From an optimization exercise on the open Yosys and OpenROAD flow, aimed at small area and a short achievable clock period; shortcuts taken in it are not production practice.
Where RTL was checked, it was by simulation tests only, not by an equivalence proof against the original.
Power and IR drop assume default switching activity.

Setup of job 5215:
==> module acc_step_gen, before the edit <==
module acc_step_gen(
    input clk,
    input reset,
    input [31:0] dt_val,
    input [31:0] steps_val,
    input load,
    output reg [31:0] steps,
    output reg [31:0] dt,
    output reg stopped,
    output step_stb,
    output done,
    output last
    );
reg [31:0] dt_limit;
reg [31:0] steps_limit;
always @(posedge clk)
	if (load)
		begin
			dt_limit <= dt_val;
			steps_limit <= steps_val;
		end
wire [31:0] dt_inc, steps_inc;
inc_fast i_dt (.a(dt), .s(dt_inc));
inc_fast i_steps (.a(steps), .s(steps_inc));
wire dt_hit = (dt_inc == dt_limit);
wire steps_hit = (steps_inc == steps_limit);
assign step_stb = ~stopped & dt_hit;
assign last = dt_hit & steps_hit;
assign done = step_stb & steps_hit;
always @(posedge clk)
	begin
		if (reset | load | stopped)
			begin
				dt <= 0;
				steps <= 0;
			end
		else if (dt_hit)
			begin
				dt <= 0;
				steps <= steps_inc;
			end
		else
			dt <= dt_inc;
		stopped <= reset | (~load & (stopped | last));
	end
endmodule
==> flow/config.mk <==
export PLATFORM = sky130hd
export DESIGN_NAME = user_logic
export DESIGN_NICKNAME = user_logic
export VERILOG_FILES = /design/flow/design.v
export SDC_FILE = /design/flow/constraint.sdc
export NUM_CORES = 4
export LEC_CHECK = 0
export CAP_MARGIN = 20
export CORE_MARGIN = 2
export CORE_UTILIZATION = 40
export SETUP_SLACK_MARGIN = 4.5
export SLEW_MARGIN = 20
export TNS_END_PERCENT = 0
==> flow/constraint.sdc <==
create_clock -name core_clock -period 10.0 [get_ports {Bus2IP_Clk}]
set_input_delay 2.0000 -clock core_clock [delete_from_list [all_inputs] [get_ports {Bus2IP_Clk}]]
set_output_delay 2.0000 -clock core_clock [all_outputs]
set_load 0.01 [all_outputs]
run.sh (not shown) runs the stock make flow with config.mk's settings and CLKGATE_MAP_FILE= SYNTH_SCRIPT=/design/flow/synth_recipe.tcl, a recipe that flattens the netlist after the stock synthesis.
Modified inputs, job 4704 compared to job 5215
diff --git a/flow/design.v b/flow/design.v
--- a/flow/design.v
+++ b/flow/design.v
@@ -8,28 +8,49 @@
     output reg [31:0] dt,
     output reg stopped,
     output step_stb,
     output done,
     output last
     );
-reg [31:0] dt_limit;
-reg [31:0] steps_limit;
-always @(posedge clk)
-	if (load)
-		begin
-			dt_limit <= dt_val;
-			steps_limit <= steps_val;
-		end
+reg [31:0] dt_lim1;
+reg [31:0] st_lim1;
+reg        dt_one;		 
+reg        dt_hit;		 
+reg        st_hit;		 
+wire [31:0] dt_val_m1, steps_val_m1;
+dec_split d_dt (.a(dt_val), .s(dt_val_m1));
+dec_split d_steps (.a(steps_val), .s(steps_val_m1));
+wire dt_val_one = (dt_val == 32'd1);
+wire steps_val_one = (steps_val == 32'd1);
 wire [31:0] dt_inc, steps_inc;
 inc_fast i_dt (.a(dt), .s(dt_inc));
 inc_fast i_steps (.a(steps), .s(steps_inc));
-wire dt_hit = (dt_inc == dt_limit);
-wire steps_hit = (steps_inc == steps_limit);
+always @(posedge clk)
+	begin
+		if (load)
+			begin
+				dt_lim1 <= dt_val_m1;
+				st_lim1 <= steps_val_m1;
+				dt_one <= dt_val_one;
+			end
+		if (load)
+			begin
+				dt_hit <= dt_val_one;
+				st_hit <= steps_val_one;
+			end
+		else if (dt_hit)
+			begin
+				dt_hit <= dt_one;
+				st_hit <= (steps_inc == st_lim1);
+			end
+		else
+			dt_hit <= (dt_inc == dt_lim1);
+	end
 assign step_stb = ~stopped & dt_hit;
-assign last = dt_hit & steps_hit;
-assign done = step_stb & steps_hit;
+assign last = dt_hit & st_hit;
+assign done = step_stb & st_hit;
 always @(posedge clk)
 	begin
 		if (reset | load | stopped)
 			begin
 				dt <= 0;
 				steps <= 0;
@@ -56,12 +77,26 @@
 				assign s[i] = ~a[0];
 			else
 				assign s[i] = a[i] ^ (&a[i-1:0]);
 		end
 endgenerate
 endmodule
+module dec_split (
+    input [31:0] a,
+    output [31:0] s
+    );
+reg [32:0] b;
+integer i;
+always @(*)
+	begin
+		b[0] = 1'b1;
+		for (i = 0; i < 32; i = i + 1)
+			b[i+1] = (i == 15) ? ~|a[15:0] : (~a[i] & b[i]);
+	end
+assign s = a ^ b[31:0];
+endmodule
 module acc_profile_gen(
     input clk,
     input reset,
     input acc_step,
     input load,
     input set_x,
==> comparison <==
Number of placed cells counting well taps sits higher in job 4704 than in job 5215. For clock network latency to the later pin of the worst-skew pair, job 5215 and job 4704 come out practically identical. Job 4704 against job 5215: area used by sequential logic in the layout now sits higher, clock period minus worst slack now sits higher, number of ordinary and repair buffers in the finished layout now sits higher. The run showing the greater part of the power in combinational logic is job 5215. Sequential cell count up 3 in job 4704 wrt job 5215. | share of the final layout cell area in multi-input gates | lower: job 4704 |. Maximum clock rate | job 4704 below job 5215. Met3 track utilization from global routing (lower): job 5215. [job 4704] overall routed net length rose 5.1% relative to job 5215.
Only the layout flow was run in job 4704; the RTL was not checked for function there.

## port drivers added, routing unchanged
How much do the figures lean on ideal ports? The routed layouts below were timed once more, with nothing changed but the port constraints. Step 1 (the two cells are an assumption about what drives the block):
set clk [get_ports {Bus2IP_Clk}]
set_driving_cell -lib_cell sky130_fd_sc_hd__clkbuf_16 $clk
set_driving_cell -lib_cell sky130_fd_sc_hd__buf_2 [delete_from_list [all_inputs] $clk]
Step 2 times the ports against the registers' clock, not the clock port: input delays grow and output delays shrink by t, the midpoint of the rising clock arrivals with the driver on. Three values: ideal ports, drivers, drivers and shift; two values: the first two.
run | t, ns | setup slack, ns | latest minus earliest clock arrival (ns) | worst slew at a driven data input, ns
job 5215 | 0.744 | 4.217 / 4.192 / 4.192 | 0.028 / 0.028 | 0.21
job 4704 | 0.743 | 4.151 / 4.074 / 4.074 | 0.038 / 0.038 | 0.18
After both steps setup and hold are still met in every run listed. The setup slack of job 4704, which loses most, moves by -0.077 ns with the drivers and by -0.077 ns with both steps.
